This design comes from an exercise in tuning for small area and a short achievable clock period on the open sky130 flow, not from production work.
Function was checked by simulation only, so behaviour that the tests miss may differ from the original.
No activity file was given, so power comes from the tool's default toggle rates.

`flow/run.sh`:
```
#!/bin/bash
# synth_recipe.tcl (not shown) runs the flow's synth.tcl, then flattens the netlist and writes it again
# the make line also repeats each setting of config.mk as NAME=value (left out here)
make -C /OpenROAD-flow-scripts/flow DESIGN_CONFIG=/design/flow/config.mk WORK_HOME=/design/flow/orfs CLKGATE_MAP_FILE= SYNTH_SCRIPT=/design/flow/synth_recipe.tcl finish
```
`flow/config.mk`:
```
export PLATFORM = sky130hd
export DESIGN_NAME = posl_top
export DESIGN_NICKNAME = posl_top
export VERILOG_FILES = /design/flow/design.v
export SDC_FILE = /design/flow/constraint.sdc
export NUM_CORES = 4
export LEC_CHECK = 0
export CAP_MARGIN = 20
export CORE_MARGIN = 2
export CORE_UTILIZATION = 40
export SLEW_MARGIN = 20
```
`flow/constraint.sdc`:
```
create_clock -name core_clock -period 52.0 [get_ports {CLK_50}]
set_input_delay 10.4000 -clock core_clock [delete_from_list [all_inputs] [get_ports {CLK_50}]]
set_output_delay 10.4000 -clock core_clock [all_outputs]
set_load 0.01 [all_outputs]
```
`flow/design.v`:
```
module full_adder (A, B, C_in, C_out, S);
input logic A, B, C_in;
output logic S, C_out;
assign S = A ^ B ^ C_in;
assign C_out = (A & B) | (C_in & (A ^ B));
endmodule
module posl_adder_param #(parameter W = 128) (A, B, C_in, C_out, S);
input logic [W-1:0] A, B;
input logic C_in;
output logic [W-1:0] S;
output logic C_out;
logic [W:0] C;
genvar i;
generate
	for (i = 0; i < W; i++) begin :
		add_stage full_adder one_bit_adder(.A(A[i]), .B(B[i]), .C_in(C[i]), .C_out(C[i+1]), .S(S[i]));
	end
endgenerate
assign C[0] = C_in;
assign C_out = C[W];
endmodule
module register #(parameter W = 8)
(input logic clock, reset, enable,
input logic [W-1:0] data_in,
output logic [W-1:0] data_out);
always_ff @(posedge clock or negedge reset)
if(!reset)
data_out <= {W{1'b0}};
else if(enable)
data_out <= data_in;
endmodule
module unit_latch #(parameter W = 1)
(input logic clock,
input logic [W-1:0] data_in,
output logic [W-1:0] data_out);
always_ff @(posedge clock)
data_out <= data_in;
endmodule
module posl_top #(parameter W = 128) (A, B, C_in, C_out, S, CLK_50, reset, enable);
input logic [W-1:0] A, B;
input logic C_in;
output logic [W-1:0] S;
output logic C_out;
logic [W-1:0] Q_A, Q_B, Q_S;
input logic CLK_50, reset, enable;
logic Q_C_in, Q_C_out;
posl_adder_param #(.W(W)) DUT (.A(Q_A), .B(Q_B), .C_in(Q_C_in), .C_out(Q_C_out), .S(Q_S));
register #(.W(W)) A_i (.clock(CLK_50), .reset(reset), .enable(enable), .data_in(A), .data_out(Q_A));
register #(.W(W)) B_i (.clock(CLK_50), .reset(reset), .enable(enable), .data_in(B), .data_out(Q_B));
register #(.W(1)) C_i (.clock(CLK_50), .reset(reset), .enable(enable), .data_in(C_in), .data_out(Q_C_in));
unit_latch #(.W(W)) S_o (.clock(CLK_50), .data_in(Q_S), .data_out(S));
unit_latch #(.W(1)) C_o (.clock(CLK_50), .data_in(Q_C_out), .data_out(C_out));
endmodule
```
==> flow_summary.toml, run 1 <==
[critical_path]
required_ns = 52.50
max_stage_delay_ns = 0.43
r2r_slack_ns = 1.43
cp-end-kind = "register"
startpoint_type = "register"
r2r_end = "S_o.data_out[127]$_DFF_P_"
rr_startpoint = "A_i.data_out[0]$_DFFE_PN0P_"
crit_top_cell = "fa_2"
cp.arrival_ns = 51.07
reg2reg_depth = 132
slowest_stage = "fa_2"
path_max_fanout = 2
critical_path_class = "reg -> reg"

[sta]
fin_ws_ns = 1.43
finalMaxSlewViolations = 0
fin_skew_ns = 0.0241
slew_headroom_pct = 25.5
rsz0062_at_grt = "false"
tightest_slew_ns = 1.12
min_period_ns = 50.57
hold_violations = 0
layout_worst_path_cycle_share_pct = 97.3
max_freq_ghz = 0.0198
setup-violations-final = 0

[power]
finalPower_w = 0.000933
internal_power_w = 0.000694
power.share.clock_pct = 33.9
p_per_area_nw_per_um2 = 42.8
switching_power_w = 0.000240
swShare_pct = 25.7
power_leakage_nw = 9.29
ir_drop_uv = 22.2
pwr-share-seq_pct = 42.0
p_comb_share_pct = 24.2

[drt]
wl_per_cell_um = 19.7
met1Wirelength_mm = 14.7
drc = 0
ant_nets = 0
wl_mm = 35.2
drt-initial-drc-count = 233
wl_met3_mm = 2.46
vias = 7884
vias_per_cell = 4.43
wl_met2_mm = 16.8
top_layer_used = "met5"
dr.pass1.iters = 4

[yosys]
yosys_warnings = 4
ys_seq_area_share_pct = 57.3
yosysTopAreaCell = "dfrtp_1"
yosysUniqueCellTypes = 10
avgSynthCellArea_um2 = 19.4
postSynthCellCount = 810
netlist.area_leader.share_pct = 40.9
ys_ff_latch = 386
syn_area_um2 = 15700
synth_area_leaders = "dfrtp_1 41%, mux2_4 22%, dfxtp_1 16%"

[floorplanning]
fp-row-count = 72
die_w_um = 202
design.core.area_um2 = 38700
die_area_um2 = 40900
initial_core_util_pct = 40.6
die_h_um = 202
io_pins = 389

[layout]
fin_area_um2 = 21800
fin_cells = 1780
nets = 1610
drive_gt1_share_pct = 36.6
utilization_pct = 56.2
syn_to_final_growth_pct = 38.4

[cts]
worstSkewPairLatency_ns = 0.56
cts_root_buffer = "clkbuf_16"
clkSinkCount = 386
cts_made_buffers = 43
clk_pin_slew_ns = 0.06
cts_tree = "done"
htreeDepth = 2
clk_path_buf_depth = 3

[outcome]
outcome = "complete, no violations"

[grt]
first_global_vias = 9141
grt_max_degree = 145
gr-total-overflow = 0
antenna_found_initial = 6
grt_pass1_wl_mm = 55.2
grt_usage_pct = 17.7

[placed_design]
pre_cts_slack_ns = -1.35
gp_congestion = 0.765
numPortBuffers = 388
dp_hpwl_mm = 25.4
placed_cell_area_um2 = 20300
dp_cells = 1695

[hold_path]
min_to = "A_i.data_out[127]$_DFFE_PN0P_"
holdCritPathClass = "reg -> reg"
holdCritStartpoint = "A_i.data_out[127]$_DFFE_PN0P_"
holdPathStages = 1

[job]
cap_violations = 0
-- state kept, by name, indices dropped and copies added, names as in the netlist --
name	count
A_i.data_out	128
B_i.data_out	128
C_i.data_out	1
C_o.data_out	1
S_o.data_out	128
-- layout make-up --
cell class,instances,area [um^2]
fillers,3120,17000
well taps,518,648
inverters,10,37.5
repair buffers,396,3970
multi-input cells,385,6630
clock buffers,62,1250
flip-flops and latches,386,9010
diodes,5,12.5
clock inverters,18,230
-- synthesized netlist by cell type --
cell type	number
inv_1	10
buf_6	15
dfrtp_1	257
dfxtp_1	129
mux2_2	27
fa_1	128
buf_2	2
buf_12	1
buf_8	11
mux2_4	230
-- layer usage --
metal  vias up  global-route usage [%]
li1       3548                       -
met1      4039                    22.8
met2       226                    27.8
met3        69                    5.55
met4         2                    7.77
met5         -                       0
-- layout by cell type (no fill, tap or decap) --
| cell | synthesis | layout |
|---|---|---|
| clkinv_2 | 0 | 11 |
| fa_1 | 128 | 5 |
| diode_2 | 0 | 5 |
| clkdlybuf4s50_1 | 0 | 386 |
| clkbuf_16 | 0 | 44 |
| fa_2 | 0 | 123 |
| buf_12 | 1 | 1 |
| mux2_4 | 230 | 230 |
| clkbuf_1 | 0 | 10 |
| buf_4 | 0 | 7 |
| dfrtp_1 | 257 | 257 |
| inv_6 | 0 | 1 |
| clkinv_8 | 0 | 1 |
| bufinv_16 | 0 | 5 |
| clkbuf_8 | 0 | 8 |
| inv_1 | 10 | 10 |
| mux2_2 | 27 | 27 |
| dfxtp_1 | 129 | 129 |
| buf_8 | 11 | 2 |
-- kinds of logic (layout without fill, tap and decap cells) --
family                     after synthesis  count (layout)  share of synthesized area (%)
muxes                                  257             257                           23.9
buffers and inverters                   39             486                           2.55
DFF                                    386             386                           57.3
other                                    0               5                              0
adders and majority gates              128             128                           16.3
-- worst max-delay path, delay by kind of cell (launching register included) --
| family | cells | cell delay, ns |
|---|---|---|
| flops | 1 | 0.40 |
| buf+inv | 4 | 0.26 |
| fa+ha+maj | 128 | 49.80 |
-- stage by stage --
| step | hold WS (ns) | TNS (ns) |
|---|---|---|
| final | 0.508 | 0 |
| after global routing | 0.529 | 0 |
| after CTS | 0.517 | 0 |
| after detailed placement | 0.492 | -4.13 |
| after global placement | 0.503 | -2.94 |
| after floorplan | 0.482 | 0 |
-- what timing repair did --
action / in CTS / in global routing
pin swaps: 16 / 43
gates resized for setup: 10 / 4
setup endpoints to repair: 5 / 4
hold buffers: 0 / 0
endpoints found under the hold margin: 0 / 0
buffers inserted: 0 / 0
-- power groups by stage --
| stage | clock, W | combinational (W) | sequential [W] |
|---|---|---|---|
| detailed placement | 0 | 0.000230 | 0.000398 |
| global placement | 0 | 0.000229 | 0.000398 |
| finish | 0.000316 | 0.000225 | 0.000392 |
| floorplan | 0 | 0.0000771 | 0.000413 |
| CTS | 0.000325 | 0.000231 | 0.000393 |
| global route | 0.000339 | 0.000246 | 0.000399 |
-- how the worst max path moves through the flow --
stage	start	endpoint	slack [ns]
CTS	A_i.data_out[0]$_DFFE_PN0P_	S_o.data_out[127]$_DFF_P_	0.009
finish	A_i.data_out[0]$_DFFE_PN0P_	S_o.data_out[127]$_DFF_P_	1.43
global route	A_i.data_out[0]$_DFFE_PN0P_	S_o.data_out[127]$_DFF_P_	0.04
floorplan	A_i.data_out[0]$_DFFE_PN0P_	S_o.data_out[127]$_DFF_P_	0.03
global placement	A_i.data_out[0]$_DFFE_PN0P_	S_o.data_out[127]$_DFF_P_	-1.09
detailed placement	A_i.data_out[0]$_DFFE_PN0P_	S_o.data_out[127]$_DFF_P_	-1.35
==> run 2: changes to the inputs <==
==> flow/design.v (replaced) <==
module full_adder (A, B, C_in, C_out, S);
input logic A, B, C_in;
output logic S, C_out;
assign S = A ^ B ^ C_in;
assign C_out = (A & B) | (C_in & (A ^ B));
endmodule
module posl_adder_param #(parameter W = 128, parameter K = 8) (A, B, C_in, C_out, S);
input logic [W-1:0] A, B;
input logic C_in;
output logic [W-1:0] S;
output logic C_out;
localparam NB = (W + K - 1) / K;
logic [NB:0] BC;           
genvar j, i;
generate
	for (j = 0; j < NB; j++) begin : blk
		localparam LO = j * K;
		localparam N = (W - LO < K) ? (W - LO) : K;
		logic [N:0] c;       
		logic [N-1:0] s;     
		logic [N:0] u;       
		assign c[0] = (j == 0) ? C_in : 1'b0;
		for (i = 0; i < N; i++) begin : bit_stage
			full_adder one_bit_adder(.A(A[LO+i]), .B(B[LO+i]), .C_in(c[i]), .C_out(c[i+1]), .S(s[i]));
		end
		if (j == 0) begin : first
			assign S[LO +: N] = s;
			assign BC[1] = c[N];
		end else begin : rest
			assign BC[j+1] = c[N] | (&s & BC[j]);
			assign u[0] = BC[j];
			for (i = 0; i < N; i++) begin : inc_stage
				assign S[LO+i] = s[i] ^ u[i];
				assign u[i+1] = s[i] & u[i];
			end
		end
	end
endgenerate
assign BC[0] = C_in;
assign C_out = BC[NB];
endmodule
module register #(parameter W = 8)
(input logic clock,
input logic [W-1:0] data_in,
output logic [W-1:0] data_out);
always_ff @(posedge clock)
data_out <= data_in;
endmodule
module register_clr #(parameter W = 1)
(input logic clock, reset,
input logic [W-1:0] data_in,
output logic [W-1:0] data_out);
always_ff @(posedge clock or negedge reset)
if (!reset)
data_out <= {W{1'b0}};
else
data_out <= data_in;
endmodule
module unit_latch #(parameter W = 1)
(input logic clock, reset, enable,
input logic [W-1:0] data_in,
output logic [W-1:0] data_out);
always_ff @(posedge clock or negedge reset)
if (!reset)
data_out <= {W{1'b0}};
else if (enable)
data_out <= data_in;
endmodule
module posl_top #(parameter W = 128) (A, B, C_in, C_out, S, CLK_50, reset, enable);
input logic [W-1:0] A, B;
input logic C_in;
output logic [W-1:0] S;
output logic C_out;
input logic CLK_50, reset, enable;
logic [W-1:0] R_A, R_B, Q_S;
logic R_C, R_EN, Q_C_out;
register #(.W(W)) A_i (.clock(CLK_50), .data_in(A), .data_out(R_A));
register #(.W(W)) B_i (.clock(CLK_50), .data_in(B), .data_out(R_B));
register #(.W(1)) C_i (.clock(CLK_50), .data_in(C_in), .data_out(R_C));
register_clr #(.W(1)) E_i (.clock(CLK_50), .reset(reset), .data_in(enable), .data_out(R_EN));
posl_adder_param #(.W(W)) DUT (.A(R_A), .B(R_B), .C_in(R_C), .C_out(Q_C_out), .S(Q_S));
unit_latch #(.W(W+1)) S_o (.clock(CLK_50), .reset(reset), .enable(R_EN), .data_in({Q_C_out, Q_S}), .data_out({C_out, S}));
endmodule
--- a/flow/config.mk
+++ b/flow/config.mk
@@ -9,3 +9,5 @@
 export CORE_MARGIN = 2
 export CORE_UTILIZATION = 40
 export SLEW_MARGIN = 20
+export SYNTH_HIERARCHICAL = 1
+export SYNTH_MINIMUM_KEEP_SIZE = 0
==> run 2 against run 1 <==
Net effect: total power decreased by 10%; clock power shrank about 10%; register-to-register slack better by 44 ns; final cell count is 0.79% higher; die area shrank 7.6%; synthesized cell count up 6.0%; global-route usage rose by 0.11 points; worst setup slack improved by 39 ns; clock skew is 0.014 ns lower; highest routed layer unchanged.
==> flow_summary.toml, run 2 <==
[layout]
largest_register_ffs = 129
largest_register = "S_o.data_out"
final_common_cell = "clkdlybuf4s50_1"
drive_gt1_share_pct = 15.1
layout_common_cells = "387 x clkdlybuf4s50_1, 257 x dfxtp_1, 129 x dfrtp_1, 129 x mux2_2, 128 x fa_1"
nets = 1786
syn_to_final_growth_pct = 39.5
reg_top3 = "S_o.data_out (129), A_i.data_out (128), B_i.data_out (128)"
utilization_pct = 56.8

[grt]
gr-total-overflow = 0
first_global_vias = 9070
grt_usage_pct = 17.9
antenna_found_initial = 11
grt_pass1_wl_mm = 51.2
grt_max_degree = 72

[yosys]
yosysUniqueCellTypes = 31
synth_common_cells = "257 x dfxtp_1, 130 x dfrtp_1, 129 x mux2_2"
postSynthCellCount = 859
yosysTopAreaCell = "dfxtp_1"
avgSynthCellArea_um2 = 16.9
ys_ff_latch = 387
synth_edf_count = 0
ys_seq_area_share_pct = 57.9
yosysMostFrequentCell = "dfxtp_1"
ys.flop_type = "dfxtp_1"
yosys_warnings = 10
syn_area_um2 = 14500
synth_area_leaders = "dfxtp_1 35%, dfrtp_1 22%, fa_1 18%"
async_flop_share_pct = 33.6
netlist.area_leader.share_pct = 35.4

[critical_path]
cp.arrival_ns = 1.49
cp_top_family = "buffers and inverters"
max_stage_delay_ns = 0.60
slowest_stage = "clkdlybuf4s50_1"
startpoint_type = "register"
crit_chain = "clkdlybuf4s50_1"
required_ns = 41.60
rr_startpoint = "A_i.data_out[8]$_DFF_P_"
critical_path_class = "reg -> out"
cp-end-kind = "output pin"
path_max_fanout = 2
cp.buffers_inverters = 1
r2r_slack_ns = 44.95
r2r_end = "S_o.data_out[103]$_DFFE_PN0P_"
reg2reg_depth = 24

[sta]
layout_worst_path_cycle_share_pct = 22.9
tightest_slew_ns = 0.980
rsz0062_at_grt = "false"
hold_violations = 0
slew_headroom_pct = 34.7
min_period_ns = 11.89
fin_ws_ns = 40.11
finalMaxSlewViolations = 0
fin_skew_ns = 0.0103
max_freq_ghz = 0.0841
finalSetupTns_ns = 0
setup-violations-final = 0

[power]
ir_drop_uv = 30.4
finalPower_w = 0.000837
p_per_area_nw_per_um2 = 41.4
power_leakage_nw = 8.52

[floorplanning]
design.core.area_um2 = 35700
die_h_um = 194
io_pins = 389
die_w_um = 194
fp-row-count = 69
die_area_um2 = 37800
initial_core_util_pct = 40.7

[drt]
ant_nets = 0
drt-initial-drc-count = 165
dr.pass1.iters = 4
drc = 0
vias_per_cell = 4.51
vias = 8090
wl_mm = 32.7
wl_per_cell_um = 18.2

[cts]
clk_path_buf_depth = 3
cts_hold_buf = 0
worstSkewPairLatency_ns = 0.54
cts_made_buffers = 42
cts_root_buffer = "clkbuf_16"
clk_pin_slew_ns = 0.06
cts_tree = "done"
postCtsSetupBuffers = 0
htreeDepth = 2
cts_resized = 0
clkSinkCount = 387

[job]
cap_violations = 0

[placed_design]
pre_cts_slack_ns = 40.09
gp_congestion = 0.783
dp_hpwl_mm = 25.7
numPortBuffers = 388

[outcome]
outcome = "complete, no violations"

[hold_path]
holdCritStartpoint = "S_o.data_out[8]$_DFFE_PN0P_"
min_to = "S_o.data_out[8]$_DFFE_PN0P_"
holdCritPathClass = "reg -> reg"
holdPathStages = 1
==> run 2: changes by cell type in the layout (fill, tap and decap cells not counted), sizes merged, moves of 7 or more <==
cell    change
xor2       +15
mux2      -128
buf         -7
dfrtp     -127
ha        +105
conb       +15
dfxtp     +128
clkinv      -7
nand4      +28
nor2       +16
clkbuf      +9
inv         -7
==> run 2: kinds of logic after synthesis <==
group           after synthesis  synth area share (%)
compound gates               19                  1.21
xor+xnor                     15                 0.905
buf+inv                      17                  1.12
fa+ha+maj                   233                  26.7
mux                         129                  10.0
other cells                   1                0.0258
simple gates                 58                  2.17
flops                       387                  57.9
==> run 2: layout make-up <==
cell class,instances,area (um^2)
inverters,3,11.3
diodes,7,17.5
repair buffers,390,3900
fillers,2903,15400
well taps,461,577
multi-input cells,469,6010
clock inverters,6,33.8
flip-flops and latches,387,8400
clock buffers,71,1300
==> run 2: metrics by stage <==
stage               instance area (um^2)  hold WS, ns  std cells
floorplan                          14600        0.551        873
global placement                   18900        0.488       1710
detailed placement                 18900        0.494       1710
CTS                                20200        0.507       1787
global route                       20200        0.516       1791
finish                             20200        0.502       1794
==> run 2: worst max path at each step <==
stage | endpoint | startpoint | cells past startpoint | slack, ns
final | S[106] | S_o.data_out[106]$_DFFE_PN0P_ | 1 | 40.11
after floorplan | C_out | S_o.data_out[128]$_DFFE_PN0P_ | 0 | 41.22
after global routing | S[22] | S_o.data_out[22]$_DFFE_PN0P_ | 1 | 40.04
after CTS | S[61] | S_o.data_out[61]$_DFFE_PN0P_ | 1 | 40.06
after detailed placement | S_o.data_out[68]$_DFFE_PN0P_ | reset | 2 | 40.09
after global placement | S_o.data_out[73]$_DFFE_PN0P_ | reset | 2 | 40.09
==> run 2: where the power goes <==
group          internal [W]  switching (W)
Combinational      0.000115      0.0000760
Clock              0.000170       0.000114
Sequential         0.000339      0.0000228
Total              0.000624       0.000213
==> run 2: layer usage <==
layer	share of wire, %	up-vias	global-route usage (%)
met1	40	3969	20.8
met4	3.1	8	7.15
met2	49	243	29.6
li1	-	3812	-
met5	0.16	-	0
met3	8.5	58	6.92
==> run 3: changes to the inputs <==
==> flow/design.v (replaced) <==
module full_adder (A, B, C_in, C_out, S);
input logic A, B, C_in;
output logic S, C_out;
assign S = A ^ B ^ C_in;
assign C_out = (A & B) | (C_in & (A ^ B));
endmodule
module half_adder (A, B, C_out, S);
input logic A, B;
output logic S, C_out;
assign S = A ^ B;
assign C_out = A & B;
endmodule
module posl_adder_param #(parameter W = 128, parameter K0 = 8, parameter K = 8) (A, B, C_in, C_out, S);
input logic [W-1:0] A, B;
input logic C_in;
output logic [W-1:0] S;
output logic C_out;
localparam NB = 1 + (W - K0 + K - 1) / K;
logic [NB:0] BC;           
genvar j, i;
generate
	for (j = 0; j < NB; j++) begin : blk
		localparam LO = (j == 0) ? 0 : K0 + (j - 1) * K;
		localparam KJ = (j == 0) ? K0 : K;
		localparam N = (W - LO < KJ) ? (W - LO) : KJ;
		logic [N:0] c;       
		logic [N-1:0] s;     
		logic [N:0] u;       
		if (j == 0) begin : first
			assign c[0] = C_in;
			full_adder one_bit_adder(.A(A[LO]), .B(B[LO]), .C_in(c[0]), .C_out(c[1]), .S(s[0]));
		end else begin : rest
			half_adder one_bit_adder(.A(A[LO]), .B(B[LO]), .C_out(c[1]), .S(s[0]));
		end
		for (i = 1; i < N; i++) begin : bit_stage
			full_adder one_bit_adder(.A(A[LO+i]), .B(B[LO+i]), .C_in(c[i]), .C_out(c[i+1]), .S(s[i]));
		end
		if (j == 0) begin : sum0
			assign S[LO +: N] = s;
			assign BC[1] = c[N];
		end else begin : sumj
			assign BC[j+1] = c[N] | (&s & BC[j]);
			assign u[0] = BC[j];
			for (i = 0; i < N; i++) begin : inc_stage
				assign S[LO+i] = s[i] ^ u[i];
				assign u[i+1] = s[i] & u[i];
			end
		end
	end
endgenerate
assign BC[0] = C_in;
assign C_out = BC[NB];
endmodule
module register #(parameter W = 8)
(input logic clock,
input logic [W-1:0] data_in,
output logic [W-1:0] data_out);
always_ff @(posedge clock)
data_out <= data_in;
endmodule
module register_clr #(parameter W = 1)
(input logic clock, reset,
input logic [W-1:0] data_in,
output logic [W-1:0] data_out);
always_ff @(posedge clock or negedge reset)
if (!reset)
data_out <= {W{1'b0}};
else
data_out <= data_in;
endmodule
module unit_latch #(parameter W = 1)
(input logic clock, load, hold,
input logic [W-1:0] data_in,
output logic [W-1:0] data_out);
always_ff @(posedge clock)
data_out <= ({W{load}} & data_in) | ({W{hold}} & data_out);
endmodule
module posl_top #(parameter W = 128) (A, B, C_in, C_out, S, CLK_50, reset, enable);
input logic [W-1:0] A, B;
input logic C_in;
output logic [W-1:0] S;
output logic C_out;
input logic CLK_50, reset, enable;
logic [W-1:0] R_A, R_B, Q_S;
logic R_C, L, H, Q_C_out;
register #(.W(W)) A_i (.clock(CLK_50), .data_in(A), .data_out(R_A));
register #(.W(W)) B_i (.clock(CLK_50), .data_in(B), .data_out(R_B));
register #(.W(1)) C_i (.clock(CLK_50), .data_in(C_in), .data_out(R_C));
register_clr #(.W(1)) L_i (.clock(CLK_50), .reset(reset), .data_in(enable), .data_out(L));
register_clr #(.W(1)) H_i (.clock(CLK_50), .reset(reset), .data_in(~enable), .data_out(H));
posl_adder_param #(.W(W)) DUT (.A(R_A), .B(R_B), .C_in(R_C), .C_out(Q_C_out), .S(Q_S));
unit_latch #(.W(W+1)) S_o (.clock(CLK_50), .load(L), .hold(H), .data_in({Q_C_out, Q_S}), .data_out({C_out, S}));
endmodule
==> flow/flow/run.sh (new file) <==
#!/bin/bash
# The standard layout (the standard.sh, ORFS from synthesis to finish), with
# the port buffers that ORFS inserts made the smallest buffer cell, buf_1,
# instead of the cell buffer_ports picks by default.  The make output goes to
# standard.log; ORFS keeps each step's log under orfs/logs/.
set -euo pipefail
bash standard.sh "BUFFER_PORTS_ARGS=-buffer_cell sky130_fd_sc_hd__buf_1" finish > standard.log 2>&1
==> flow/standard.sh (new file) <==
#!/bin/bash
# synth_recipe.tcl (not shown) runs the flow's synth.tcl, then flattens the netlist and writes it again
# the make line also repeats each setting of config.mk as NAME=value (left out here)
make -C /OpenROAD-flow-scripts/flow DESIGN_CONFIG=/design/flow/config.mk WORK_HOME=/design/flow/orfs CLKGATE_MAP_FILE= SYNTH_SCRIPT=/design/flow/synth_recipe.tcl "${@:-finish}"
--- a/flow/config.mk
+++ b/flow/config.mk
@@ -8,6 +8,8 @@
 export CAP_MARGIN = 20
 export CORE_MARGIN = 2
 export CORE_UTILIZATION = 40
+export CTS_CLUSTER_DIAMETER = 80
+export CTS_CLUSTER_SIZE = 30
 export SLEW_MARGIN = 20
 export SYNTH_HIERARCHICAL = 1
 export SYNTH_MINIMUM_KEEP_SIZE = 0
removed: flow/run.sh
==> run 3 against run 2 <==
Net effect: synthesized cell count grew 1.4%; non-clock buffer count stayed put; register-to-register slack worse by 0.41 ns; worst hold slack worse by 0.026 ns; sequential cell count increased by 1; clock skew rose by 0.013 ns; clock power down about 40%; first-iteration DRC count increased by 52%; largest cell class unchanged; largest power group unchanged.
==> flow_summary.toml, run 3 <==
[outcome]
outcome = "complete, no violations"

[yosys]
synth_common_cells = "386 x dfxtp_1, 129 x a22o_1, 120 x ha_1"
ys_ff_latch = 388
ys.flop_type = "dfxtp_1"
async_flop_share_pct = 0.515
avgSynthCellArea_um2 = 15.5
synth_area_leaders = "dfxtp_1 57%, fa_1 17%, ha_1 11%"
yosysUniqueCellTypes = 28
yosysTopAreaCell = "dfxtp_1"
synth_edf_count = 0
netlist.area_leader.share_pct = 57.2
ys_seq_area_share_pct = 57.6
yosysMostFrequentCell = "dfxtp_1"
yosys_warnings = 10
postSynthCellCount = 871
syn_area_um2 = 13500

[layout]
fin_area_um2 = 15900
final_common_cell = "buf_1"
nets = 1746
nFillCells = 3049
multiInputGateArea_um2 = 5490
seq_area_um2 = 7780
fin_cells = 1712
reg_top3 = "S_o.data_out (129), A_i.data_out (128), B_i.data_out (128)"
largest_register = "S_o.data_out"
largest_register_ffs = 129
layout_common_cells = "388 x buf_1, 386 x dfxtp_1, 129 x a22o_1"
drive_gt1_share_pct = 2.77
syn_to_final_growth_pct = 17.8

[sta]
holdWs_ns = 0.476
rsz0062_at_grt = "false"
tightest_slew_ns = 0.938
min_period_ns = 11.52
fin_skew_ns = 0.0236
max_freq_ghz = 0.0868
hold_violations = 0
finalMaxSlewViolations = 0
finalSetupTns_ns = 0
layout_worst_path_cycle_share_pct = 22.2
slew_headroom_pct = 37.5
setup-violations-final = 0

[placed_design]
dp_cells = 1681
dp_hpwl_mm = 24.7
gp_congestion = 0.799
placed_cell_area_um2 = 15300
numPortBuffers = 388

[power]
pwr-share-seq_pct = 55.5
switching_power_w = 0.000174
internal_power_w = 0.000458
power.share.clock_pct = 26.8
ir_drop_uv = 30.6
p_comb_share_pct = 17.7
p_per_area_nw_per_um2 = 39.8
swShare_pct = 27.6
power_leakage_nw = 6.67

[critical_path]
cp-startpoint = "S_o.data_out[1]$_DFF_P_"
cp_top_family = "flip-flops"
crit_chain = "buf_1"
path_max_fanout = 2
rr_startpoint = "A_i.data_out[0]$_DFF_P_"
startpoint_type = "register"
cp.buffers_inverters = 1
cp.arrival_ns = 1.12
critical_path_class = "reg -> out"
r2r_slack_ns = 44.54
required_ns = 41.60
max_stage_delay_ns = 0.41
slowest_stage = "dfxtp_1"
cp-end-kind = "output pin"

[cts]
worstSkewPairLatency_ns = 0.53
cts_root_buffer = "clkbuf_16"
clk_pin_slew_ns = 0.10
postCtsSetupBuffers = 0
cts_resized = 0
clk_path_buf_depth = 3
clkSinkCount = 388
cts_tree = "done"
htreeDepth = 1
cts_hold_buf = 0
cts_made_buffers = 18

[drt]
drt-initial-drc-count = 250
wl_per_cell_um = 18.2
wl_mm = 31.1
ant_nets = 0
drc = 0
dr.pass1.iters = 4
vias_per_cell = 4.70
vias = 8054

[floorplanning]
io_pins = 389
initial_core_util_pct = 40.5
die_area_um2 = 35200
fp-row-count = 67
design.core.area_um2 = 33400
die_w_um = 188
die_h_um = 188

[grt]
grt_max_degree = 78
first_global_vias = 8708
grt_pass1_wl_mm = 48.3
grt_usage_pct = 17.6
antenna_found_initial = 0
gr-total-overflow = 0

[hold_path]
holdCritStartpoint = "S_o.data_out[66]$_DFF_P_"
holdCritPathClass = "reg -> reg"

[job]
cap_violations = 0
## run 3: cell types whose count changed after synthesis, moves of 15 or more
| cell | delta |
|---|---|
| a22o_1 | +129 |
| dfrtp_1 | -128 |
| dfxtp_1 | +129 |
| mux2_2 | -129 |
| ha_1 | +15 |
| fa_1 | -15 |
## run 3: final cells by class
class,count,area share (%)
inverter,2,0.0472
clock buffer,20,3.01
tap,448,3.52
timing repair buffer,390,9.25
sequential,388,48.9
clock inverter,9,0.661
antenna,2,0.0315
multi-input combinational,453,34.5
## run 3: per-module statistics from Yosys, one instance, submodules excluded, excerpt
module | cells | flip-flops and latches | times used | area, um^2
full_adder | 1 | 0 | 113 | 20.0
half_adder | 1 | 0 | 15 | 12.5
posl_top | 1 | 0 | 1 | 3.75
## run 3: kinds of logic (layout without fill, tap and decap cells)
| kind of cell | after synthesis | in the layout | synth area share (%) |
|---|---|---|---|
| flops | 388 | 388 | 57.6 |
| fa+ha+maj | 233 | 233 | 27.9 |
| compound gates | 148 | 148 | 9.53 |
| simple gates | 57 | 57 | 2.29 |
| buf+inv | 30 | 421 | 1.71 |
| xor+xnor | 15 | 15 | 0.973 |
| other cells | 0 | 2 | 0 |
## run 3: power groups by stage
stage	registers, W	logic (W)	clock network [W]
after floorplan	0.000362	0.0000585	0
after global placement	0.000357	0.000113	0
after detailed placement	0.000358	0.000112	0
after CTS	0.000351	0.000114	0.000176
after global routing	0.000355	0.000125	0.000185
final	0.000351	0.000112	0.000170
## run 3: path summary, 6_finish.rpt
path,cells past startpoint,end
hold / removal,1,S_o.data_out[66]$_DFF_P_
setup reg to reg,25,S_o.data_out[119]$_DFF_P_
hold reg to reg,1,S_o.data_out[66]$_DFF_P_
max in group asynchronous,1,L_i.data_out$_DFF_PN0_
setup / recovery,1,S[1]
min in group asynchronous,1,H_i.data_out$_DFF_PN0_
## run 3: metal layers
layer	global-route usage, %	vias up	share of wire (%)	wire length (um)
met3	4.81	39	7.3	2280
met2	29.3	280	47	14600
met1	22.3	3877	43	13400
li1	-	3858	-	-
met5	0	-	0	0
met4	5.09	0	2.7	856
## run 3: through the flow
step           util [%]  setup WS, ns  total power [W]
6_report           47.7         40.48         0.000633
5_1_grt            47.7         40.42         0.000666
4_1_cts            47.7         40.44         0.000641
3_3_place_gp       45.9         41.03         0.000470
2_1_floorplan         -         41.25         0.000421
3_5_place_dp       45.9         41.03         0.000470

-- port drivers added, routing unchanged --
The flow's constraints put no driver on any port. The routed layouts listed below were extracted and timed again, unchanged, in two steps. Step 1: set_driving_cell puts a clkbuf_16 on CLK_50 and a buf_2 on each other input, an assumption about the parent block. Step 2 moves the port delays by t, midway between the first and last clock arrival at a register: inputs arrive t later, outputs are due t later. That takes back most of the time a late clock gives input paths. Three values: ideal, step 1, step 2; two values: the first two.
| run | t (ns) | setup slack, ns | hold slack, ns | worst slew at a driven data input, ns |
|---|---|---|---|---|
| run 1 | 0.603 | 1.428 / 1.428 / 1.428 | 0.508 / 0.508 / 0.508 | 0.10 |
| run 2 | 0.591 | 40.110 / 40.057 / 40.151 | 0.502 / 0.502 / 0.502 | 0.11 |
| run 3 | 0.563 | 40.481 / 40.433 / 40.996 | 0.476 / 0.476 / 0.476 | 0.07 |
After both steps setup and hold are still met in every run listed. Setup slack includes reset recovery checks.
